Context: an optimization exercise on an open-source flow, tuned for small area and a short achievable clock period. The choices shown serve that exercise and are no tape-out recipe.
The RTL of this run was laid out without a check of its function.
Power figures rest on the tool's default switching activity, not on a simulated workload.

--- flow/design.v ---
module piped_wallace_mult(
    input wire clock, reset,
    input wire [15:0] x, y,
    output reg [31:0] prod
);
    reg [40:0] r1;
    reg [102:0] r2;
    reg [60:0] r3;
    reg v1, v2, v3;
    wire p1 = ((r1[16] & r1[0])) ^ r1[18];
    wire p2 = ((r1[16] & r1[1]) | (r1[17] & r1[0])) ^ r1[18];
    wire p3 = ((r1[16] & r1[2]) | (r1[17] & r1[1])) ^ r1[18];
    wire p4 = ((r1[16] & r1[3]) | (r1[17] & r1[2])) ^ r1[18];
    wire p5 = ((r1[16] & r1[4]) | (r1[17] & r1[3])) ^ r1[18];
    wire p6 = ((r1[16] & r1[5]) | (r1[17] & r1[4])) ^ r1[18];
    wire p7 = ((r1[16] & r1[6]) | (r1[17] & r1[5])) ^ r1[18];
    wire p8 = ((r1[16] & r1[7]) | (r1[17] & r1[6])) ^ r1[18];
    wire p9 = ((r1[16] & r1[8]) | (r1[17] & r1[7])) ^ r1[18];
    wire p10 = ((r1[16] & r1[9]) | (r1[17] & r1[8])) ^ r1[18];
    wire p11 = ((r1[16] & r1[10]) | (r1[17] & r1[9])) ^ r1[18];
    wire p12 = ((r1[16] & r1[11]) | (r1[17] & r1[10])) ^ r1[18];
    wire p13 = ((r1[16] & r1[12]) | (r1[17] & r1[11])) ^ r1[18];
    wire p14 = ((r1[16] & r1[13]) | (r1[17] & r1[12])) ^ r1[18];
    wire p15 = ((r1[16] & r1[14]) | (r1[17] & r1[13])) ^ r1[18];
    wire p16 = ((r1[16] & r1[15]) | (r1[17] & r1[14])) ^ r1[18];
    wire p17 = ((r1[17] & r1[15])) ^ r1[18];
    wire p18 = ((r1[19] & r1[0])) ^ r1[21];
    wire p19 = ((r1[19] & r1[1]) | (r1[20] & r1[0])) ^ r1[21];
    wire p20 = ((r1[19] & r1[2]) | (r1[20] & r1[1])) ^ r1[21];
    wire p21 = ((r1[19] & r1[3]) | (r1[20] & r1[2])) ^ r1[21];
    wire p22 = ((r1[19] & r1[4]) | (r1[20] & r1[3])) ^ r1[21];
    wire p23 = ((r1[19] & r1[5]) | (r1[20] & r1[4])) ^ r1[21];
    wire p24 = ((r1[19] & r1[6]) | (r1[20] & r1[5])) ^ r1[21];
    wire p25 = ((r1[19] & r1[7]) | (r1[20] & r1[6])) ^ r1[21];
    wire p26 = ((r1[19] & r1[8]) | (r1[20] & r1[7])) ^ r1[21];
    wire p27 = ((r1[19] & r1[9]) | (r1[20] & r1[8])) ^ r1[21];
    wire p28 = ((r1[19] & r1[10]) | (r1[20] & r1[9])) ^ r1[21];
    wire p29 = ((r1[19] & r1[11]) | (r1[20] & r1[10])) ^ r1[21];
    wire p30 = ((r1[19] & r1[12]) | (r1[20] & r1[11])) ^ r1[21];
    wire p31 = ((r1[19] & r1[13]) | (r1[20] & r1[12])) ^ r1[21];
    wire p32 = ((r1[19] & r1[14]) | (r1[20] & r1[13])) ^ r1[21];
    wire p33 = ((r1[19] & r1[15]) | (r1[20] & r1[14])) ^ r1[21];
    wire p34 = ((r1[20] & r1[15])) ^ r1[21];
    wire p35 = ((r1[22] & r1[0])) ^ r1[24];
    wire p36 = ((r1[22] & r1[1]) | (r1[23] & r1[0])) ^ r1[24];
    wire p37 = ((r1[22] & r1[2]) | (r1[23] & r1[1])) ^ r1[24];
    wire p38 = ((r1[22] & r1[3]) | (r1[23] & r1[2])) ^ r1[24];
    wire p39 = ((r1[22] & r1[4]) | (r1[23] & r1[3])) ^ r1[24];
    wire p40 = ((r1[22] & r1[5]) | (r1[23] & r1[4])) ^ r1[24];
    wire p41 = ((r1[22] & r1[6]) | (r1[23] & r1[5])) ^ r1[24];
    wire p42 = ((r1[22] & r1[7]) | (r1[23] & r1[6])) ^ r1[24];
    wire p43 = ((r1[22] & r1[8]) | (r1[23] & r1[7])) ^ r1[24];
    wire p44 = ((r1[22] & r1[9]) | (r1[23] & r1[8])) ^ r1[24];
    wire p45 = ((r1[22] & r1[10]) | (r1[23] & r1[9])) ^ r1[24];
    wire p46 = ((r1[22] & r1[11]) | (r1[23] & r1[10])) ^ r1[24];
    wire p47 = ((r1[22] & r1[12]) | (r1[23] & r1[11])) ^ r1[24];
    wire p48 = ((r1[22] & r1[13]) | (r1[23] & r1[12])) ^ r1[24];
    wire p49 = ((r1[22] & r1[14]) | (r1[23] & r1[13])) ^ r1[24];
    wire p50 = ((r1[22] & r1[15]) | (r1[23] & r1[14])) ^ r1[24];
    wire p51 = ((r1[23] & r1[15])) ^ r1[24];
    wire p52 = ((r1[25] & r1[0])) ^ r1[27];
    wire p53 = ((r1[25] & r1[1]) | (r1[26] & r1[0])) ^ r1[27];
    wire p54 = ((r1[25] & r1[2]) | (r1[26] & r1[1])) ^ r1[27];
    wire p55 = ((r1[25] & r1[3]) | (r1[26] & r1[2])) ^ r1[27];
    wire p56 = ((r1[25] & r1[4]) | (r1[26] & r1[3])) ^ r1[27];
    wire p57 = ((r1[25] & r1[5]) | (r1[26] & r1[4])) ^ r1[27];
    wire p58 = ((r1[25] & r1[6]) | (r1[26] & r1[5])) ^ r1[27];
    wire p59 = ((r1[25] & r1[7]) | (r1[26] & r1[6])) ^ r1[27];
    wire p60 = ((r1[25] & r1[8]) | (r1[26] & r1[7])) ^ r1[27];
    wire p61 = ((r1[25] & r1[9]) | (r1[26] & r1[8])) ^ r1[27];
    wire p62 = ((r1[25] & r1[10]) | (r1[26] & r1[9])) ^ r1[27];
    wire p63 = ((r1[25] & r1[11]) | (r1[26] & r1[10])) ^ r1[27];
    wire p64 = ((r1[25] & r1[12]) | (r1[26] & r1[11])) ^ r1[27];
    wire p65 = ((r1[25] & r1[13]) | (r1[26] & r1[12])) ^ r1[27];
    wire p66 = ((r1[25] & r1[14]) | (r1[26] & r1[13])) ^ r1[27];
    wire p67 = ((r1[25] & r1[15]) | (r1[26] & r1[14])) ^ r1[27];
    wire p68 = ((r1[26] & r1[15])) ^ r1[27];
    wire p69 = ((r1[28] & r1[0])) ^ r1[30];
    wire p70 = ((r1[28] & r1[1]) | (r1[29] & r1[0])) ^ r1[30];
    wire p71 = ((r1[28] & r1[2]) | (r1[29] & r1[1])) ^ r1[30];
    wire p72 = ((r1[28] & r1[3]) | (r1[29] & r1[2])) ^ r1[30];
    wire p73 = ((r1[28] & r1[4]) | (r1[29] & r1[3])) ^ r1[30];
    wire p74 = ((r1[28] & r1[5]) | (r1[29] & r1[4])) ^ r1[30];
    wire p75 = ((r1[28] & r1[6]) | (r1[29] & r1[5])) ^ r1[30];
    wire p76 = ((r1[28] & r1[7]) | (r1[29] & r1[6])) ^ r1[30];
    wire p77 = ((r1[28] & r1[8]) | (r1[29] & r1[7])) ^ r1[30];
    wire p78 = ((r1[28] & r1[9]) | (r1[29] & r1[8])) ^ r1[30];
    wire p79 = ((r1[28] & r1[10]) | (r1[29] & r1[9])) ^ r1[30];
    wire p80 = ((r1[28] & r1[11]) | (r1[29] & r1[10])) ^ r1[30];
    wire p81 = ((r1[28] & r1[12]) | (r1[29] & r1[11])) ^ r1[30];
    wire p82 = ((r1[28] & r1[13]) | (r1[29] & r1[12])) ^ r1[30];
    wire p83 = ((r1[28] & r1[14]) | (r1[29] & r1[13])) ^ r1[30];
    wire p84 = ((r1[28] & r1[15]) | (r1[29] & r1[14])) ^ r1[30];
    wire p85 = ((r1[29] & r1[15])) ^ r1[30];
    wire p86 = ((r1[31] & r1[0])) ^ r1[33];
    wire p87 = ((r1[31] & r1[1]) | (r1[32] & r1[0])) ^ r1[33];
    wire p88 = ((r1[31] & r1[2]) | (r1[32] & r1[1])) ^ r1[33];
    wire p89 = ((r1[31] & r1[3]) | (r1[32] & r1[2])) ^ r1[33];
    wire p90 = ((r1[31] & r1[4]) | (r1[32] & r1[3])) ^ r1[33];
    wire p91 = ((r1[31] & r1[5]) | (r1[32] & r1[4])) ^ r1[33];
    wire p92 = ((r1[31] & r1[6]) | (r1[32] & r1[5])) ^ r1[33];
    wire p93 = ((r1[31] & r1[7]) | (r1[32] & r1[6])) ^ r1[33];
    wire p94 = ((r1[31] & r1[8]) | (r1[32] & r1[7])) ^ r1[33];
    wire p95 = ((r1[31] & r1[9]) | (r1[32] & r1[8])) ^ r1[33];
    wire p96 = ((r1[31] & r1[10]) | (r1[32] & r1[9])) ^ r1[33];
    wire p97 = ((r1[31] & r1[11]) | (r1[32] & r1[10])) ^ r1[33];
    wire p98 = ((r1[31] & r1[12]) | (r1[32] & r1[11])) ^ r1[33];
    wire p99 = ((r1[31] & r1[13]) | (r1[32] & r1[12])) ^ r1[33];
    wire p100 = ((r1[31] & r1[14]) | (r1[32] & r1[13])) ^ r1[33];
    wire p101 = ((r1[31] & r1[15]) | (r1[32] & r1[14])) ^ r1[33];
    wire p102 = ((r1[32] & r1[15])) ^ r1[33];
    wire p103 = ((r1[34] & r1[0])) ^ r1[36];
    wire p104 = ((r1[34] & r1[1]) | (r1[35] & r1[0])) ^ r1[36];
    wire p105 = ((r1[34] & r1[2]) | (r1[35] & r1[1])) ^ r1[36];
    wire p106 = ((r1[34] & r1[3]) | (r1[35] & r1[2])) ^ r1[36];
    wire p107 = ((r1[34] & r1[4]) | (r1[35] & r1[3])) ^ r1[36];
    wire p108 = ((r1[34] & r1[5]) | (r1[35] & r1[4])) ^ r1[36];
    wire p109 = ((r1[34] & r1[6]) | (r1[35] & r1[5])) ^ r1[36];
    wire p110 = ((r1[34] & r1[7]) | (r1[35] & r1[6])) ^ r1[36];
    wire p111 = ((r1[34] & r1[8]) | (r1[35] & r1[7])) ^ r1[36];
    wire p112 = ((r1[34] & r1[9]) | (r1[35] & r1[8])) ^ r1[36];
    wire p113 = ((r1[34] & r1[10]) | (r1[35] & r1[9])) ^ r1[36];
    wire p114 = ((r1[34] & r1[11]) | (r1[35] & r1[10])) ^ r1[36];
    wire p115 = ((r1[34] & r1[12]) | (r1[35] & r1[11])) ^ r1[36];
    wire p116 = ((r1[34] & r1[13]) | (r1[35] & r1[12])) ^ r1[36];
    wire p117 = ((r1[34] & r1[14]) | (r1[35] & r1[13])) ^ r1[36];
    wire p118 = ((r1[34] & r1[15]) | (r1[35] & r1[14])) ^ r1[36];
    wire p119 = ((r1[35] & r1[15])) ^ r1[36];
    wire p120 = ((r1[37] & r1[0])) ^ r1[39];
    wire p121 = ((r1[37] & r1[1]) | (r1[38] & r1[0])) ^ r1[39];
    wire p122 = ((r1[37] & r1[2]) | (r1[38] & r1[1])) ^ r1[39];
    wire p123 = ((r1[37] & r1[3]) | (r1[38] & r1[2])) ^ r1[39];
    wire p124 = ((r1[37] & r1[4]) | (r1[38] & r1[3])) ^ r1[39];
    wire p125 = ((r1[37] & r1[5]) | (r1[38] & r1[4])) ^ r1[39];
    wire p126 = ((r1[37] & r1[6]) | (r1[38] & r1[5])) ^ r1[39];
    wire p127 = ((r1[37] & r1[7]) | (r1[38] & r1[6])) ^ r1[39];
    wire p128 = ((r1[37] & r1[8]) | (r1[38] & r1[7])) ^ r1[39];
    wire p129 = ((r1[37] & r1[9]) | (r1[38] & r1[8])) ^ r1[39];
    wire p130 = ((r1[37] & r1[10]) | (r1[38] & r1[9])) ^ r1[39];
    wire p131 = ((r1[37] & r1[11]) | (r1[38] & r1[10])) ^ r1[39];
    wire p132 = ((r1[37] & r1[12]) | (r1[38] & r1[11])) ^ r1[39];
    wire p133 = ((r1[37] & r1[13]) | (r1[38] & r1[12])) ^ r1[39];
    wire p134 = ((r1[37] & r1[14]) | (r1[38] & r1[13])) ^ r1[39];
    wire p135 = ((r1[37] & r1[15]) | (r1[38] & r1[14])) ^ r1[39];
    wire p136 = ((r1[38] & r1[15])) ^ r1[39];
    wire p137 = (r1[40] & r1[0]);
    wire p138 = (r1[40] & r1[1]);
    wire p139 = (r1[40] & r1[2]);
    wire p140 = (r1[40] & r1[3]);
    wire p141 = (r1[40] & r1[4]);
    wire p142 = (r1[40] & r1[5]);
    wire p143 = (r1[40] & r1[6]);
    wire p144 = (r1[40] & r1[7]);
    wire p145 = (r1[40] & r1[8]);
    wire p146 = (r1[40] & r1[9]);
    wire p147 = (r1[40] & r1[10]);
    wire p148 = (r1[40] & r1[11]);
    wire p149 = (r1[40] & r1[12]);
    wire p150 = (r1[40] & r1[13]);
    wire p151 = (r1[40] & r1[14]);
    wire p152 = (r1[40] & r1[15]);
    wire p153 = ~r1[18];
    wire p154 = ~r1[21];
    wire p155 = ~r1[24];
    wire p156 = ~r1[27];
    wire p157 = ~r1[30];
    wire p158 = ~r1[33];
    wire p159 = ~r1[36];
    wire p160 = ~r1[39];
    wire s161 = p11 ^ p26;
    wire c162 = p11 & p26;
    wire s163 = p12 ^ p27;
    wire c164 = p12 & p27;
    wire s165 = p13 ^ p28 ^ p43;
    wire c166 = (p13 & p28) | (p13 & p43) | (p28 & p43);
    wire s167 = p58 ^ p73;
    wire c168 = p58 & p73;
    wire s169 = p14 ^ p29 ^ p44;
    wire c170 = (p14 & p29) | (p14 & p44) | (p29 & p44);
    wire s171 = p59 ^ p74;
    wire c172 = p59 & p74;
    wire s173 = p15 ^ p30 ^ p45;
    wire c174 = (p15 & p30) | (p15 & p45) | (p30 & p45);
    wire s175 = p60 ^ p75 ^ p90;
    wire c176 = (p60 & p75) | (p60 & p90) | (p75 & p90);
    wire s177 = p105 ^ p120;
    wire c178 = p105 & p120;
    wire s179 = p16 ^ p31 ^ p46;
    wire c180 = (p16 & p31) | (p16 & p46) | (p31 & p46);
    wire s181 = p61 ^ p76 ^ p91;
    wire c182 = (p61 & p76) | (p61 & p91) | (p76 & p91);
    wire s183 = p106 ^ p121;
    wire c184 = p106 & p121;
    wire s185 = p17 ^ p32 ^ p47;
    wire c186 = (p17 & p32) | (p17 & p47) | (p32 & p47);
    wire s187 = p62 ^ p77 ^ p92;
    wire c188 = (p62 & p77) | (p62 & p92) | (p77 & p92);
    wire s189 = p107 ^ p122 ^ p137;
    wire c190 = (p107 & p122) | (p107 & p137) | (p122 & p137);
    wire s191 = p33 ^ p48 ^ p63;
    wire c192 = (p33 & p48) | (p33 & p63) | (p48 & p63);
    wire s193 = p78 ^ p93 ^ p108;
    wire c194 = (p78 & p93) | (p78 & p108) | (p93 & p108);
    wire s195 = p123 ^ p138 ^ r1[18];
    wire c196 = (p123 & p138) | (p123 & r1[18]) | (p138 & r1[18]);
    wire s197 = p34 ^ p49 ^ p64;
    wire c198 = (p34 & p49) | (p34 & p64) | (p49 & p64);
    wire s199 = p79 ^ p94 ^ p109;
    wire c200 = (p79 & p94) | (p79 & p109) | (p94 & p109);
    wire s201 = p124 ^ p139 ^ r1[18];
    wire c202 = (p124 & p139) | (p124 & r1[18]) | (p139 & r1[18]);
    wire s203 = p50 ^ p65 ^ p80;
    wire c204 = (p50 & p65) | (p50 & p80) | (p65 & p80);
    wire s205 = p95 ^ p110 ^ p125;
    wire c206 = (p95 & p110) | (p95 & p125) | (p110 & p125);
    wire s207 = p140 ^ p153 ^ p154;
    wire c208 = (p140 & p153) | (p140 & p154) | (p153 & p154);
    wire s209 = p51 ^ p66 ^ p81;
    wire c210 = (p51 & p66) | (p51 & p81) | (p66 & p81);
    wire s211 = p96 ^ p111 ^ p126;
    wire c212 = (p96 & p111) | (p96 & p126) | (p111 & p126);
    wire s213 = p141 ^ 1'b1;
    wire c214 = p141 & 1'b1;
    wire s215 = p67 ^ p82 ^ p97;
    wire c216 = (p67 & p82) | (p67 & p97) | (p82 & p97);
    wire s217 = p112 ^ p127 ^ p142;
    wire c218 = (p112 & p127) | (p112 & p142) | (p127 & p142);
    wire s219 = p68 ^ p83 ^ p98;
    wire c220 = (p68 & p83) | (p68 & p98) | (p83 & p98);
    wire s221 = p113 ^ p128;
    wire c222 = p113 & p128;
    wire s223 = p84 ^ p99 ^ p114;
    wire c224 = (p84 & p99) | (p84 & p114) | (p99 & p114);
    wire s225 = p85 ^ p100;
    wire c226 = p85 & p100;
    wire s227 = p3 ^ p18 ^ r1[21];
    wire c228 = (p3 & p18) | (p3 & r1[21]) | (p18 & r1[21]);
    wire s229 = p5 ^ p20 ^ p35;
    wire c230 = (p5 & p20) | (p5 & p35) | (p20 & p35);
    wire s231 = p6 ^ p21 ^ p36;
    wire c232 = (p6 & p21) | (p6 & p36) | (p21 & p36);
    wire s233 = p7 ^ p22 ^ p37;
    wire c234 = (p7 & p22) | (p7 & p37) | (p22 & p37);
    wire s235 = p9 ^ p24 ^ p39;
    wire c236 = (p9 & p24) | (p9 & p39) | (p24 & p39);
    wire s237 = p101 ^ p116 ^ p131;
    wire c238 = (p101 & p116) | (p101 & p131) | (p116 & p131);
    wire s239 = p102 ^ p117 ^ p132;
    wire c240 = (p102 & p117) | (p102 & p132) | (p117 & p132);
    wire s241 = p118 ^ p133 ^ p148;
    wire c242 = (p118 & p133) | (p118 & p148) | (p133 & p148);
    wire s243 = p119 ^ p134 ^ p149;
    wire c244 = (p119 & p134) | (p119 & p149) | (p134 & p149);
    wire s245 = p135 ^ p150 ^ p159;
    wire c246 = (p135 & p150) | (p135 & p159) | (p150 & p159);
    wire s247 = p136 ^ p151 ^ 1'b1;
    wire c248 = (p136 & p151) | (p136 & 1'b1) | (p151 & 1'b1);
    wire s249 = c234 ^ p8;
    wire c250 = c234 & p8;
    wire s251 = s235 ^ p54;
    wire c252 = s235 & p54;
    wire s253 = c236 ^ p10 ^ p25;
    wire c254 = (c236 & p10) | (c236 & p25) | (p10 & p25);
    wire s255 = p40 ^ p55;
    wire c256 = p40 & p55;
    wire s257 = s161 ^ p41 ^ p56;
    wire c258 = (s161 & p41) | (s161 & p56) | (p41 & p56);
    wire s259 = p71 ^ p86 ^ r1[33];
    wire c260 = (p71 & p86) | (p71 & r1[33]) | (p86 & r1[33]);
    wire s261 = c162 ^ s163 ^ p42;
    wire c262 = (c162 & s163) | (c162 & p42) | (s163 & p42);
    wire s263 = p57 ^ p72 ^ p87;
    wire c264 = (p57 & p72) | (p57 & p87) | (p72 & p87);
    wire s265 = c164 ^ s165 ^ s167;
    wire c266 = (c164 & s165) | (c164 & s167) | (s165 & s167);
    wire s267 = p88 ^ p103 ^ r1[36];
    wire c268 = (p88 & p103) | (p88 & r1[36]) | (p103 & r1[36]);
    wire s269 = c166 ^ c168 ^ s169;
    wire c270 = (c166 & c168) | (c166 & s169) | (c168 & s169);
    wire s271 = s171 ^ p89 ^ p104;
    wire c272 = (s171 & p89) | (s171 & p104) | (p89 & p104);
    wire s273 = c170 ^ c172 ^ s173;
    wire c274 = (c170 & c172) | (c170 & s173) | (c172 & s173);
    wire s275 = s175 ^ s177 ^ r1[39];
    wire c276 = (s175 & s177) | (s175 & r1[39]) | (s177 & r1[39]);
    wire s277 = c174 ^ c176 ^ c178;
    wire c278 = (c174 & c176) | (c174 & c178) | (c176 & c178);
    wire s279 = s179 ^ s181 ^ s183;
    wire c280 = (s179 & s181) | (s179 & s183) | (s181 & s183);
    wire s281 = c180 ^ c182 ^ c184;
    wire c282 = (c180 & c182) | (c180 & c184) | (c182 & c184);
    wire s283 = s185 ^ s187 ^ s189;
    wire c284 = (s185 & s187) | (s185 & s189) | (s187 & s189);
    wire s285 = c186 ^ c188 ^ c190;
    wire c286 = (c186 & c188) | (c186 & c190) | (c188 & c190);
    wire s287 = s191 ^ s193 ^ s195;
    wire c288 = (s191 & s193) | (s191 & s195) | (s193 & s195);
    wire s289 = c192 ^ c194 ^ c196;
    wire c290 = (c192 & c194) | (c192 & c196) | (c194 & c196);
    wire s291 = s197 ^ s199 ^ s201;
    wire c292 = (s197 & s199) | (s197 & s201) | (s199 & s201);
    wire s293 = c198 ^ c200 ^ c202;
    wire c294 = (c198 & c200) | (c198 & c202) | (c200 & c202);
    wire s295 = s203 ^ s205 ^ s207;
    wire c296 = (s203 & s205) | (s203 & s207) | (s205 & s207);
    wire s297 = c204 ^ c206 ^ c208;
    wire c298 = (c204 & c206) | (c204 & c208) | (c206 & c208);
    wire s299 = s209 ^ s211 ^ s213;
    wire c300 = (s209 & s211) | (s209 & s213) | (s211 & s213);
    wire s301 = c210 ^ c212 ^ c214;
    wire c302 = (c210 & c212) | (c210 & c214) | (c212 & c214);
    wire s303 = s215 ^ s217 ^ p155;
    wire c304 = (s215 & s217) | (s215 & p155) | (s217 & p155);
    wire s305 = c216 ^ c218 ^ s219;
    wire c306 = (c216 & c218) | (c216 & s219) | (c218 & s219);
    wire s307 = s221 ^ p143 ^ 1'b1;
    wire c308 = (s221 & p143) | (s221 & 1'b1) | (p143 & 1'b1);
    wire s309 = c220 ^ c222 ^ s223;
    wire c310 = (c220 & c222) | (c220 & s223) | (c222 & s223);
    wire s311 = p129 ^ p144 ^ p156;
    wire c312 = (p129 & p144) | (p129 & p156) | (p144 & p156);
    wire s313 = c224 ^ s225 ^ p115;
    wire c314 = (c224 & s225) | (c224 & p115) | (s225 & p115);
    wire s315 = p130 ^ p145 ^ 1'b1;
    wire c316 = (p130 & p145) | (p130 & 1'b1) | (p145 & 1'b1);
    wire s317 = c226 ^ s237 ^ p146;
    wire c318 = (c226 & s237) | (c226 & p146) | (s237 & p146);
    wire s319 = c238 ^ s239;
    wire c320 = c238 & s239;
    wire s321 = c228 ^ p4 ^ p19;
    wire c322 = (c228 & p4) | (c228 & p19) | (p4 & p19);
    wire s323 = c240 ^ s241 ^ p158;
    wire c324 = (c240 & s241) | (c240 & p158) | (s241 & p158);
    wire s325 = c242 ^ s243 ^ 1'b1;
    wire c326 = (c242 & s243) | (c242 & 1'b1) | (s243 & 1'b1);
    wire s327 = c248 ^ p152 ^ p160;
    wire c328 = (c248 & p152) | (c248 & p160) | (p152 & p160);
    wire s329 = r2[10] ^ r2[11];
    wire c330 = r2[10] & r2[11];
    wire s331 = r2[14] ^ r2[15] ^ r2[16];
    wire c332 = (r2[14] & r2[15]) | (r2[14] & r2[16]) | (r2[15] & r2[16]);
    wire s333 = r2[18] ^ r2[19] ^ r2[20];
    wire c334 = (r2[18] & r2[19]) | (r2[18] & r2[20]) | (r2[19] & r2[20]);
    wire s335 = r2[22] ^ r2[23] ^ r2[24];
    wire c336 = (r2[22] & r2[23]) | (r2[22] & r2[24]) | (r2[23] & r2[24]);
    wire s337 = r2[26] ^ r2[27] ^ r2[28];
    wire c338 = (r2[26] & r2[27]) | (r2[26] & r2[28]) | (r2[27] & r2[28]);
    wire s339 = r2[30] ^ r2[31] ^ r2[32];
    wire c340 = (r2[30] & r2[31]) | (r2[30] & r2[32]) | (r2[31] & r2[32]);
    wire s341 = r2[34] ^ r2[35] ^ r2[36];
    wire c342 = (r2[34] & r2[35]) | (r2[34] & r2[36]) | (r2[35] & r2[36]);
    wire s343 = r2[38] ^ r2[39] ^ r2[40];
    wire c344 = (r2[38] & r2[39]) | (r2[38] & r2[40]) | (r2[39] & r2[40]);
    wire s345 = r2[42] ^ r2[43] ^ r2[44];
    wire c346 = (r2[42] & r2[43]) | (r2[42] & r2[44]) | (r2[43] & r2[44]);
    wire s347 = r2[46] ^ r2[47] ^ r2[48];
    wire c348 = (r2[46] & r2[47]) | (r2[46] & r2[48]) | (r2[47] & r2[48]);
    wire s349 = r2[50] ^ r2[51] ^ r2[52];
    wire c350 = (r2[50] & r2[51]) | (r2[50] & r2[52]) | (r2[51] & r2[52]);
    wire s351 = r2[54] ^ r2[55] ^ r2[56];
    wire c352 = (r2[54] & r2[55]) | (r2[54] & r2[56]) | (r2[55] & r2[56]);
    wire s353 = r2[58] ^ r2[59] ^ r2[60];
    wire c354 = (r2[58] & r2[59]) | (r2[58] & r2[60]) | (r2[59] & r2[60]);
    wire s355 = r2[62] ^ r2[63] ^ r2[64];
    wire c356 = (r2[62] & r2[63]) | (r2[62] & r2[64]) | (r2[63] & r2[64]);
    wire s357 = r2[66] ^ r2[67] ^ r2[68];
    wire c358 = (r2[66] & r2[67]) | (r2[66] & r2[68]) | (r2[67] & r2[68]);
    wire s359 = r2[70] ^ r2[71] ^ r2[72];
    wire c360 = (r2[70] & r2[71]) | (r2[70] & r2[72]) | (r2[71] & r2[72]);
    wire s361 = r2[74] ^ r2[75] ^ r2[76];
    wire c362 = (r2[74] & r2[75]) | (r2[74] & r2[76]) | (r2[75] & r2[76]);
    wire s363 = r2[78] ^ r2[79] ^ r2[80];
    wire c364 = (r2[78] & r2[79]) | (r2[78] & r2[80]) | (r2[79] & r2[80]);
    wire s365 = r2[82] ^ r2[83] ^ r2[84];
    wire c366 = (r2[82] & r2[83]) | (r2[82] & r2[84]) | (r2[83] & r2[84]);
    wire s367 = r2[86] ^ r2[87] ^ r2[88];
    wire c368 = (r2[86] & r2[87]) | (r2[86] & r2[88]) | (r2[87] & r2[88]);
    wire s369 = r2[90] ^ r2[91] ^ r2[92];
    wire c370 = (r2[90] & r2[91]) | (r2[90] & r2[92]) | (r2[91] & r2[92]);
    wire s371 = r2[5] ^ r2[6];
    wire c372 = r2[5] & r2[6];
    wire s373 = r2[8] ^ r2[9];
    wire c374 = r2[8] & r2[9];
    wire s375 = s329 ^ r2[12] ^ r2[13];
    wire c376 = (s329 & r2[12]) | (s329 & r2[13]) | (r2[12] & r2[13]);
    wire s377 = c330 ^ s331 ^ r2[17];
    wire c378 = (c330 & s331) | (c330 & r2[17]) | (s331 & r2[17]);
    wire s379 = c332 ^ s333 ^ r2[21];
    wire c380 = (c332 & s333) | (c332 & r2[21]) | (s333 & r2[21]);
    wire s381 = c334 ^ s335 ^ r2[25];
    wire c382 = (c334 & s335) | (c334 & r2[25]) | (s335 & r2[25]);
    wire s383 = c336 ^ s337 ^ r2[29];
    wire c384 = (c336 & s337) | (c336 & r2[29]) | (s337 & r2[29]);
    wire s385 = c338 ^ s339 ^ r2[33];
    wire c386 = (c338 & s339) | (c338 & r2[33]) | (s339 & r2[33]);
    wire s387 = c340 ^ s341 ^ r2[37];
    wire c388 = (c340 & s341) | (c340 & r2[37]) | (s341 & r2[37]);
    wire s389 = c342 ^ s343 ^ r2[41];
    wire c390 = (c342 & s343) | (c342 & r2[41]) | (s343 & r2[41]);
    wire s391 = c344 ^ s345 ^ r2[45];
    wire c392 = (c344 & s345) | (c344 & r2[45]) | (s345 & r2[45]);
    wire s393 = c346 ^ s347 ^ r2[49];
    wire c394 = (c346 & s347) | (c346 & r2[49]) | (s347 & r2[49]);
    wire s395 = c348 ^ s349 ^ r2[53];
    wire c396 = (c348 & s349) | (c348 & r2[53]) | (s349 & r2[53]);
    wire s397 = c350 ^ s351 ^ r2[57];
    wire c398 = (c350 & s351) | (c350 & r2[57]) | (s351 & r2[57]);
    wire s399 = c352 ^ s353 ^ r2[61];
    wire c400 = (c352 & s353) | (c352 & r2[61]) | (s353 & r2[61]);
    wire s401 = c354 ^ s355 ^ r2[65];
    wire c402 = (c354 & s355) | (c354 & r2[65]) | (s355 & r2[65]);
    wire s403 = c356 ^ s357 ^ r2[69];
    wire c404 = (c356 & s357) | (c356 & r2[69]) | (s357 & r2[69]);
    wire s405 = c358 ^ s359 ^ r2[73];
    wire c406 = (c358 & s359) | (c358 & r2[73]) | (s359 & r2[73]);
    wire s407 = c360 ^ s361 ^ r2[77];
    wire c408 = (c360 & s361) | (c360 & r2[77]) | (s361 & r2[77]);
    wire s409 = c362 ^ s363 ^ r2[81];
    wire c410 = (c362 & s363) | (c362 & r2[81]) | (s363 & r2[81]);
    wire s411 = c364 ^ s365 ^ r2[85];
    wire c412 = (c364 & s365) | (c364 & r2[85]) | (s365 & r2[85]);
    wire s413 = c366 ^ s367 ^ r2[89];
    wire c414 = (c366 & s367) | (c366 & r2[89]) | (s367 & r2[89]);
    wire s415 = c368 ^ s369 ^ 1'b1;
    wire c416 = (c368 & s369) | (c368 & 1'b1) | (s369 & 1'b1);
    wire s417 = c370 ^ r2[93] ^ r2[94];
    wire c418 = (c370 & r2[93]) | (c370 & r2[94]) | (r2[93] & r2[94]);
    wire s419 = r2[95] ^ r2[96];
    wire c420 = r2[95] & r2[96];
    wire s421 = r2[97] ^ r2[98] ^ r2[99];
    wire c422 = (r2[97] & r2[98]) | (r2[97] & r2[99]) | (r2[98] & r2[99]);
    wire s423 = r2[100] ^ r2[101];
    wire c424 = r2[100] & r2[101];
    wire t425 = r3[2] & r3[0];
    wire u426 = r3[4] & r3[3];
    wire t427, u428;
    pfx i429 (.gh(r3[7]), .ph(r3[8]), .gl(r3[5]), .pl(r3[6]), .g(t427), .p(u428));
    wire t430, u431;
    pfx i432 (.gh(r3[11]), .ph(r3[12]), .gl(r3[9]), .pl(r3[10]), .g(t430), .p(u431));
    wire t433, u434;
    pfx i435 (.gh(r3[15]), .ph(r3[16]), .gl(r3[13]), .pl(r3[14]), .g(t433), .p(u434));
    wire t436, u437;
    pfx i438 (.gh(r3[19]), .ph(r3[20]), .gl(r3[17]), .pl(r3[18]), .g(t436), .p(u437));
    wire t439, u440;
    pfx i441 (.gh(r3[23]), .ph(r3[24]), .gl(r3[21]), .pl(r3[22]), .g(t439), .p(u440));
    wire t442, u443;
    pfx i444 (.gh(r3[27]), .ph(r3[28]), .gl(r3[25]), .pl(r3[26]), .g(t442), .p(u443));
    wire t445, u446;
    pfx i447 (.gh(r3[31]), .ph(r3[32]), .gl(r3[29]), .pl(r3[30]), .g(t445), .p(u446));
    wire t448, u449;
    pfx i450 (.gh(r3[35]), .ph(r3[36]), .gl(r3[33]), .pl(r3[34]), .g(t448), .p(u449));
    wire t451, u452;
    pfx i453 (.gh(r3[39]), .ph(r3[40]), .gl(r3[37]), .pl(r3[38]), .g(t451), .p(u452));
    wire t454, u455;
    pfx i456 (.gh(r3[43]), .ph(r3[44]), .gl(r3[41]), .pl(r3[42]), .g(t454), .p(u455));
    wire t457, u458;
    pfx i459 (.gh(r3[47]), .ph(r3[48]), .gl(r3[45]), .pl(r3[46]), .g(t457), .p(u458));
    wire t460, u461;
    pfx i462 (.gh(r3[51]), .ph(r3[52]), .gl(r3[49]), .pl(r3[50]), .g(t460), .p(u461));
    wire t463, u464;
    pfx i465 (.gh(r3[55]), .ph(r3[56]), .gl(r3[53]), .pl(r3[54]), .g(t463), .p(u464));
    wire t466 = r3[3] & t425;
    wire t467 = u426 & t425;
    wire t468, u469;
    pfx i470 (.gh(r3[9]), .ph(r3[10]), .gl(t427), .pl(u428), .g(t468), .p(u469));
    wire t471, u472;
    pfx i473 (.gh(t430), .ph(u431), .gl(t427), .pl(u428), .g(t471), .p(u472));
    wire t474, u475;
    pfx i476 (.gh(r3[17]), .ph(r3[18]), .gl(t433), .pl(u434), .g(t474), .p(u475));
    wire t477, u478;
    pfx i479 (.gh(t436), .ph(u437), .gl(t433), .pl(u434), .g(t477), .p(u478));
    wire t480, u481;
    pfx i482 (.gh(r3[25]), .ph(r3[26]), .gl(t439), .pl(u440), .g(t480), .p(u481));
    wire t483, u484;
    pfx i485 (.gh(t442), .ph(u443), .gl(t439), .pl(u440), .g(t483), .p(u484));
    wire t486, u487;
    pfx i488 (.gh(r3[33]), .ph(r3[34]), .gl(t445), .pl(u446), .g(t486), .p(u487));
    wire t489, u490;
    pfx i491 (.gh(t448), .ph(u449), .gl(t445), .pl(u446), .g(t489), .p(u490));
    wire t492, u493;
    pfx i494 (.gh(r3[41]), .ph(r3[42]), .gl(t451), .pl(u452), .g(t492), .p(u493));
    wire t495, u496;
    pfx i497 (.gh(t454), .ph(u455), .gl(t451), .pl(u452), .g(t495), .p(u496));
    wire t498, u499;
    pfx i500 (.gh(r3[49]), .ph(r3[50]), .gl(t457), .pl(u458), .g(t498), .p(u499));
    wire t501, u502;
    pfx i503 (.gh(t460), .ph(u461), .gl(t457), .pl(u458), .g(t501), .p(u502));
    wire t504, u505;
    pfx i506 (.gh(r3[57]), .ph(r3[58]), .gl(t463), .pl(u464), .g(t504), .p(u505));
    wire t507;
    pfx_g i508 (.gh(r3[5]), .ph(r3[6]), .gl(t467), .g(t507));
    wire t509;
    pfx_g i510 (.gh(t427), .ph(u428), .gl(t467), .g(t509));
    wire t511;
    pfx_g i512 (.gh(t468), .ph(u469), .gl(t467), .g(t511));
    wire t513;
    pfx_g i514 (.gh(t471), .ph(u472), .gl(t467), .g(t513));
    wire t515, u516;
    pfx i517 (.gh(r3[21]), .ph(r3[22]), .gl(t477), .pl(u478), .g(t515), .p(u516));
    wire t518, u519;
    pfx i520 (.gh(t439), .ph(u440), .gl(t477), .pl(u478), .g(t518), .p(u519));
    wire t521, u522;
    pfx i523 (.gh(t480), .ph(u481), .gl(t477), .pl(u478), .g(t521), .p(u522));
    wire t524, u525;
    pfx i526 (.gh(t483), .ph(u484), .gl(t477), .pl(u478), .g(t524), .p(u525));
    wire t527, u528;
    pfx i529 (.gh(r3[37]), .ph(r3[38]), .gl(t489), .pl(u490), .g(t527), .p(u528));
    wire t530, u531;
    pfx i532 (.gh(t451), .ph(u452), .gl(t489), .pl(u490), .g(t530), .p(u531));
    wire t533, u534;
    pfx i535 (.gh(t492), .ph(u493), .gl(t489), .pl(u490), .g(t533), .p(u534));
    wire t536, u537;
    pfx i538 (.gh(t495), .ph(u496), .gl(t489), .pl(u490), .g(t536), .p(u537));
    wire t539, u540;
    pfx i541 (.gh(r3[53]), .ph(r3[54]), .gl(t501), .pl(u502), .g(t539), .p(u540));
    wire t542, u543;
    pfx i544 (.gh(t463), .ph(u464), .gl(t501), .pl(u502), .g(t542), .p(u543));
    wire t545, u546;
    pfx i547 (.gh(t504), .ph(u505), .gl(t501), .pl(u502), .g(t545), .p(u546));
    wire t548;
    pfx_g i549 (.gh(r3[13]), .ph(r3[14]), .gl(t513), .g(t548));
    wire t550;
    pfx_g i551 (.gh(t433), .ph(u434), .gl(t513), .g(t550));
    wire t552;
    pfx_g i553 (.gh(t474), .ph(u475), .gl(t513), .g(t552));
    wire t554;
    pfx_g i555 (.gh(t477), .ph(u478), .gl(t513), .g(t554));
    wire t556;
    pfx_g i557 (.gh(t515), .ph(u516), .gl(t513), .g(t556));
    wire t558;
    pfx_g i559 (.gh(t518), .ph(u519), .gl(t513), .g(t558));
    wire t560;
    pfx_g i561 (.gh(t521), .ph(u522), .gl(t513), .g(t560));
    wire t562;
    pfx_g i563 (.gh(t524), .ph(u525), .gl(t513), .g(t562));
    wire t564, u565;
    pfx i566 (.gh(r3[45]), .ph(r3[46]), .gl(t536), .pl(u537), .g(t564), .p(u565));
    wire t567, u568;
    pfx i569 (.gh(t457), .ph(u458), .gl(t536), .pl(u537), .g(t567), .p(u568));
    wire t570, u571;
    pfx i572 (.gh(t498), .ph(u499), .gl(t536), .pl(u537), .g(t570), .p(u571));
    wire t573, u574;
    pfx i575 (.gh(t501), .ph(u502), .gl(t536), .pl(u537), .g(t573), .p(u574));
    wire t576, u577;
    pfx i578 (.gh(t539), .ph(u540), .gl(t536), .pl(u537), .g(t576), .p(u577));
    wire t579, u580;
    pfx i581 (.gh(t542), .ph(u543), .gl(t536), .pl(u537), .g(t579), .p(u580));
    wire t582, u583;
    pfx i584 (.gh(t545), .ph(u546), .gl(t536), .pl(u537), .g(t582), .p(u583));
    wire t585;
    pfx_g i586 (.gh(r3[29]), .ph(r3[30]), .gl(t562), .g(t585));
    wire t587;
    pfx_g i588 (.gh(t445), .ph(u446), .gl(t562), .g(t587));
    wire t589;
    pfx_g i590 (.gh(t486), .ph(u487), .gl(t562), .g(t589));
    wire t591;
    pfx_g i592 (.gh(t489), .ph(u490), .gl(t562), .g(t591));
    wire t593;
    pfx_g i594 (.gh(t527), .ph(u528), .gl(t562), .g(t593));
    wire t595;
    pfx_g i596 (.gh(t530), .ph(u531), .gl(t562), .g(t595));
    wire t597;
    pfx_g i598 (.gh(t533), .ph(u534), .gl(t562), .g(t597));
    wire t599;
    pfx_g i600 (.gh(t536), .ph(u537), .gl(t562), .g(t599));
    wire t601;
    pfx_g i602 (.gh(t564), .ph(u565), .gl(t562), .g(t601));
    wire t603;
    pfx_g i604 (.gh(t567), .ph(u568), .gl(t562), .g(t603));
    wire t605;
    pfx_g i606 (.gh(t570), .ph(u571), .gl(t562), .g(t605));
    wire t607;
    pfx_g i608 (.gh(t573), .ph(u574), .gl(t562), .g(t607));
    wire t609;
    pfx_g i610 (.gh(t576), .ph(u577), .gl(t562), .g(t609));
    wire t611;
    pfx_g i612 (.gh(t579), .ph(u580), .gl(t562), .g(t611));
    wire t613;
    pfx_g i614 (.gh(t582), .ph(u583), .gl(t562), .g(t613));
    wire z615 = r3[2] ^ r3[0];
    wire z616 = r3[3] ^ t425;
    wire z617 = r3[4] ^ t466;
    wire z618 = r3[6] ^ t467;
    wire z619 = r3[8] ^ t507;
    wire z620 = r3[10] ^ t509;
    wire z621 = r3[12] ^ t511;
    wire z622 = r3[14] ^ t513;
    wire z623 = r3[16] ^ t548;
    wire z624 = r3[18] ^ t550;
    wire z625 = r3[20] ^ t552;
    wire z626 = r3[22] ^ t554;
    wire z627 = r3[24] ^ t556;
    wire z628 = r3[26] ^ t558;
    wire z629 = r3[28] ^ t560;
    wire z630 = r3[30] ^ t562;
    wire z631 = r3[32] ^ t585;
    wire z632 = r3[34] ^ t587;
    wire z633 = r3[36] ^ t589;
    wire z634 = r3[38] ^ t591;
    wire z635 = r3[40] ^ t593;
    wire z636 = r3[42] ^ t595;
    wire z637 = r3[44] ^ t597;
    wire z638 = r3[46] ^ t599;
    wire z639 = r3[48] ^ t601;
    wire z640 = r3[50] ^ t603;
    wire z641 = r3[52] ^ t605;
    wire z642 = r3[54] ^ t607;
    wire z643 = r3[56] ^ t609;
    wire z644 = r3[58] ^ t611;
    wire z645 = r3[60] ^ t613;
    wire [31:0] result = {z645, z644, z643, z642, z641, z640, z639, z638, z637, z636, z635, z634, z633, z632, z631, z630, z629, z628, z627, z626, z625, z624, z623, z622, z621, z620, z619, z618, z617, z616, z615, r3[1]};
    always @(posedge clock) begin
        r1 <= {(y[15]), y[15], (y[13] & y[14] & ~y[15]) | (~y[13] & ~y[14] & y[15]), (y[13] & ~y[14] & ~y[15]) | (~y[13] & y[14] & ~y[15]) | (y[13] & ~y[14] & y[15]) | (~y[13] & y[14] & y[15]), y[13], (y[11] & y[12] & ~y[13]) | (~y[11] & ~y[12] & y[13]), (y[11] & ~y[12] & ~y[13]) | (~y[11] & y[12] & ~y[13]) | (y[11] & ~y[12] & y[13]) | (~y[11] & y[12] & y[13]), y[11], (y[9] & y[10] & ~y[11]) | (~y[9] & ~y[10] & y[11]), (y[9] & ~y[10] & ~y[11]) | (~y[9] & y[10] & ~y[11]) | (y[9] & ~y[10] & y[11]) | (~y[9] & y[10] & y[11]), y[9], (y[7] & y[8] & ~y[9]) | (~y[7] & ~y[8] & y[9]), (y[7] & ~y[8] & ~y[9]) | (~y[7] & y[8] & ~y[9]) | (y[7] & ~y[8] & y[9]) | (~y[7] & y[8] & y[9]), y[7], (y[5] & y[6] & ~y[7]) | (~y[5] & ~y[6] & y[7]), (y[5] & ~y[6] & ~y[7]) | (~y[5] & y[6] & ~y[7]) | (y[5] & ~y[6] & y[7]) | (~y[5] & y[6] & y[7]), y[5], (y[3] & y[4] & ~y[5]) | (~y[3] & ~y[4] & y[5]), (y[3] & ~y[4] & ~y[5]) | (~y[3] & y[4] & ~y[5]) | (y[3] & ~y[4] & y[5]) | (~y[3] & y[4] & y[5]), y[3], (y[1] & y[2] & ~y[3]) | (~y[1] & ~y[2] & y[3]), (y[1] & ~y[2] & ~y[3]) | (~y[1] & y[2] & ~y[3]) | (y[1] & ~y[2] & y[3]) | (~y[1] & y[2] & y[3]), y[1], (~y[0] & y[1]), (y[0] & ~y[1]) | (y[0] & y[1]), x[15], x[14], x[13], x[12], x[11], x[10], x[9], x[8], x[7], x[6], x[5], x[4], x[3], x[2], x[1], x[0]};
        r2 <= {s327, s247, c246, s245, c244, c326, s325, c324, s323, c320, p147, s319, c318, p157, s317, c316, c314, s315, s313, c312, c310, s311, s309, c308, c306, s307, s305, c304, c302, s303, s301, c300, c298, s299, s297, c296, c294, s295, s293, c292, c290, s291, s289, c288, c286, s287, s285, c284, c282, s283, s281, c280, c278, s279, s277, c276, c274, s275, s273, c272, c270, s271, s269, c268, c266, s267, s265, c264, c262, s263, s261, c260, c258, s259, s257, c256, c254, p70, s255, s253, c252, r1[30], p69, s251, c250, p53, p38, p23, s249, r1[27], p52, s233, c232, s231, c230, r1[24], s229, c322, s321, s227, p2, r1[18], p1};
        r3 <= {c424 ^ r2[102], c424 & r2[102], c422 ^ s423, c422 & s423, c420 ^ s421, c420 & s421, c418 ^ s419, c418 & s419, c416 ^ s417, c416 & s417, c414 ^ s415, c414 & s415, c412 ^ s413, c412 & s413, c410 ^ s411, c410 & s411, c408 ^ s409, c408 & s409, c406 ^ s407, c406 & s407, c404 ^ s405, c404 & s405, c402 ^ s403, c402 & s403, c400 ^ s401, c400 & s401, c398 ^ s399, c398 & s399, c396 ^ s397, c396 & s397, c394 ^ s395, c394 & s395, c392 ^ s393, c392 & s393, c390 ^ s391, c390 & s391, c388 ^ s389, c388 & s389, c386 ^ s387, c386 & s387, c384 ^ s385, c384 & s385, c382 ^ s383, c382 & s383, c380 ^ s381, c380 & s381, c378 ^ s379, c378 & s379, c376 ^ s377, c376 & s377, c374 ^ s375, c374 & s375, c372 ^ s373, c372 & s373, s371 ^ r2[7], s371 & r2[7], r2[4], r2[3], r2[2], r2[0] ^ r2[1], r2[0] & r2[1]};
    end
    always @(posedge clock or posedge reset)
        if (reset) begin
            v1 <= 1'b0; v2 <= 1'b0; v3 <= 1'b0; prod <= 32'd0;
        end else begin
            v1 <= 1'b1; v2 <= v1; v3 <= v2;
            prod <= v3 ? result : 32'd0;
        end
endmodule
module pfx(input wire gh, ph, gl, pl, output wire g, p);
    assign g = gh | (ph & gl);
    assign p = ph & pl;
endmodule
module pfx_g(input wire gh, ph, gl, output wire g);
    assign g = gh | (ph & gl);
endmodule
--- flow/run.sh ---
#!/bin/bash
# synth_recipe.tcl (not shown) runs the flow's synth.tcl, then flattens the netlist and writes it again
# the make line also repeats each setting of config.mk as NAME=value (left out here)
make -C /OpenROAD-flow-scripts/flow DESIGN_CONFIG=/design/flow/config.mk WORK_HOME=/design/flow/orfs CLKGATE_MAP_FILE= SYNTH_SCRIPT=/design/flow/synth_recipe.tcl finish
--- flow/config.mk ---
export PLATFORM = sky130hd
export DESIGN_NAME = piped_wallace_mult
export DESIGN_NICKNAME = piped_wallace_mult
export VERILOG_FILES = /design/flow/design.v
export SDC_FILE = /design/flow/constraint.sdc
export NUM_CORES = 4
export LEC_CHECK = 0
export CAP_MARGIN = 20
export CORE_MARGIN = 2
export CORE_UTILIZATION = 40
export SETUP_SLACK_MARGIN = 0.95
export SLEW_MARGIN = 20
export SYNTH_HIERARCHICAL = 1
export SYNTH_MINIMUM_KEEP_SIZE = 0
--- flow/constraint.sdc ---
create_clock -name core_clock -period 2.8 [get_ports {clock}]
set_input_delay 0.5600 -clock core_clock [delete_from_list [all_inputs] [get_ports {clock}]]
set_output_delay 0.5600 -clock core_clock [all_outputs]
set_load 0.01 [all_outputs]
==> run summary <==
[cell usage in the layout, fill, tap and decap left out, types with 32 or more instances in the layout]
cell type	n
dfxtp_1	172
xnor2_1	104
and2_1	81
fa_1	77
a22oi_2	71
a21o_1	69
inv_1	62
buf_4	58
ha_1	49
a22oi_1	48
xor2_1	38
dfrtp_1	35
clkdlybuf4s50_1	33
dlygate4sd2_1	32
[flip-flops by register name, indices dropped and copies added (netlist names)]
register / cells
prod: 32
v3: 1
v1: 1
r2: 103
r3: 60
v2: 1
r1: 40
[area by class of cell]
class | instances | area share (%)
Multi-Input combinational cell | 657 | 46.7
Clock buffer | 33 | 4.84
Sequential cell | 238 | 32.5
Inverter | 78 | 1.91
Timing Repair Buffer | 154 | 10.1
Tap cell | 390 | 3.15
Clock inverter | 12 | 0.744
[how the worst max path moves through the flow]
stage                   to  slack (ns)  startpoint
floorplan           r2[69]        0.85      r1[28]
global placement    r2[49]        0.39       r1[9]
detailed placement  r2[49]        0.42       r1[9]
CTS                 r2[53]        0.79      r1[28]
global route        r2[61]        0.71      r1[31]
finish              r2[49]        0.76      r1[13]
[per-layer routing]
metal  wire length, um  global-route usage [%]  vias to the layer above
li1                  -                       -                     3629
met1             11900                    22.6                     3736
met2             12400                    28.9                      182
met3              1150                    2.32                       52
met4               775                    4.98                        0
met5                 0                       0                        -
[kinds of logic after synthesis]
kind of cell             share of synthesized area [%]
AO/OA/AOI/OAI                                     12.3
XOR/XNOR                                          12.5
adder cells (fa/ha/maj)                           22.6
buffers and inverters                             5.82
flip-flops                                        40.6
multiplexers                                     0.277
other                                           0.0308
AND/OR/NAND/NOR                                   5.95
[modules after synthesis (local to each module, per instance)]
module              area [um^2]  times used  flops+latches  cells inside
pfx                        13.8          44              0             2
piped_wallace_mult        11400           1            238           940
pfx_g                      7.51          27              0             1
[report_power, final]
part	switching, mW	total (mW)	leakage (nW)	internal (mW)
Clock	1.40	3.40	0.430	2.00
Combinational	2.82	5.82	4.31	3.00
Sequential	0.673	5.33	2.16	4.66
Total	4.89	14.5	6.90	9.66
[what timing repair did]
action | in CTS | in global routing
setup buffers | 31 | 10
setup endpoints to repair | 114 | 70
gates resized for setup | 158 | 75
gates cloned | 0 | 1
pin swaps | 63 | 60
==> reports/qor.yml <==
power_and_ir_drop:
  p_per_area_nw_per_um2: 939
  p_total_mw: 14.5
  p_leak_nw: 6.90
  max-vdd-ir-drop_mv: 0.501
timing:
  finalSetupTns_ns: 0
  fmax_ghz: 0.491
  setup_viol_count_final: 0
  period_share_pct: 72.8
  final.setup_skew_ns: 0.0101
  relSlewSlack_pct: 44.6
  grt_setup_unrepaired: "yes"
  fin_ws_ns: 0.763
  finalHoldViolations: 0
  hold_slack_ns: 0.331
  min_period_ns: 2.04
  slew_violations: 0
  worstMarginPinSlew_ns: 0.830
floorplan:
  io_pins: 66
  die_area_um2: 31900
  start_util_pct: 40.9
  rows: 63
  die_h_um: 179
  die_w_um: 179
  core_um2: 29800
setup_path:
  crit_type: "reg -> reg"
  path_common_cell: "fa_2"
  cp_num_cells: 5
  path_cells: "buf_12 > a22oi_2 > xnor2_2 > fa_2 > fa_2"
  worst-path-buf-inv: 1
  crit_path_start_kind: "flop"
  ff2ff_path_depth: 5
  critPathMaxFanout: 8
  r2r_end: "r2[49]"
  critPathArrivalTime_ns: 2.46
  crit-reg2reg-launch: "r1[13]"
  max_stage_delay_ns: 0.63
  cp_slowest_cell: "fa_2"
  crit_required_ns: 3.22
  critical_path.endpoint_type: "flop"
  reg2reg_slack_ns: 0.76
  crit_family: "adder cells"
logic_synthesis:
  yosys.cell_count.top_type: "dfxtp_1"
  syn_inst: 1055
  synth_area_leaders: "dfxtp_1, fa_1, xnor2_1"
  ys_seq_elements: 238
  ys_warn_count: 7
  synth.net_count: 1246
  syn_avg_cell_area_um2: 11.5
  synth.distinct_cells: 26
  ys_top_cells_by_count: "dfxtp_1, xnor2_1, a22oi_1"
  synth_edf_count: 0
  yosys.area.top_type: "dfxtp_1"
  synth_area_um2: 12200
  ys_seq_area_share_pct: 40.6
  synth_top_area_share_pct: 33.4
  async_flop_share_pct: 14.7
  synthFlopType: "dfxtp_1"
drt:
  drt_wl_total_mm: 26.3
  wl_per_cell_um: 16.8
  vias_per_cell: 4.86
  postRouteAntennaNets: 0
  via_count: 7599
  drtIter0Drc: 380
  drc_errors: 0
  drtPass1Iterations: 5
global_route:
  grt_max_degree: 36
  track_usage_pct: 17.0
  overflow: 0
  first_global_vias: 7995
  grt_first_pass_wirelength_mm: 42.5
  antenna_found_initial: 0
status:
  status: "complete, no violations"
worst_hold_path:
  hp-class: "reg -> reg"
  hold_depth: 0
  hold_end: "r3[4]"
  min_from: "r2[4]"
cts:
  clkTransAtPathRegs_ns: 0.06
  cts_sinks: 238
  clockBufferDepth: 3
  cts_tree: "yes"
  htreeDepth: 1
  postCtsHoldBufs: 0
  clkLatencyLatePin_ns: 0.54
  cts_made_buffers: 27
  cts_root_buf: "clkbuf_16"
place:
  globalplace.congestion: 0.867
  placed_area_um2: 13500
  place_ws_ns: 0.415
  dp_hpwl_mm: 18.9
  dpl.cell_count: 1475
  portBuffers: 65
run:
  max_cap_violations: 0
cells_and_area:
  fin_area_um2: 15500
  nNetsFinal: 1347
  multi_input_area_um2: 7240
  layout.cells.non_filler: 1562
  area_delta_synth_final_pct: 27.1
  final_util_pct: 52.0
  fillers: 2612
  n_antenna_cell: 0
  regArea_um2: 5030
  layout-drive-gt1-share_pct: 27.4

==> what the ideal ports hide <==
How much do the figures lean on ideal ports? The routed layout below was timed once more, with nothing changed but the port constraints.
Step 1: set_driving_cell puts a clkbuf_16 on clock and a buf_2 on each other input, an assumption about the parent block.
Step 2 also shifts input and output timing later by t, the mid clock arrival at the registers, as if the neighbouring blocks saw the same clock.
Slacks: no drivers / after step 1 / after step 2; pairs: no drivers / after step 1.
shift t [ns]: 0.583
setup slack, ns: 0.763 / 0.763 / 0.763
slew at the worst register clock pin (ns): 0.06 / 0.06
After both steps this run still meets setup and hold. For this run, drivers alone change the setup slack by 0.000 ns; drivers and shift together by 0.000 ns.
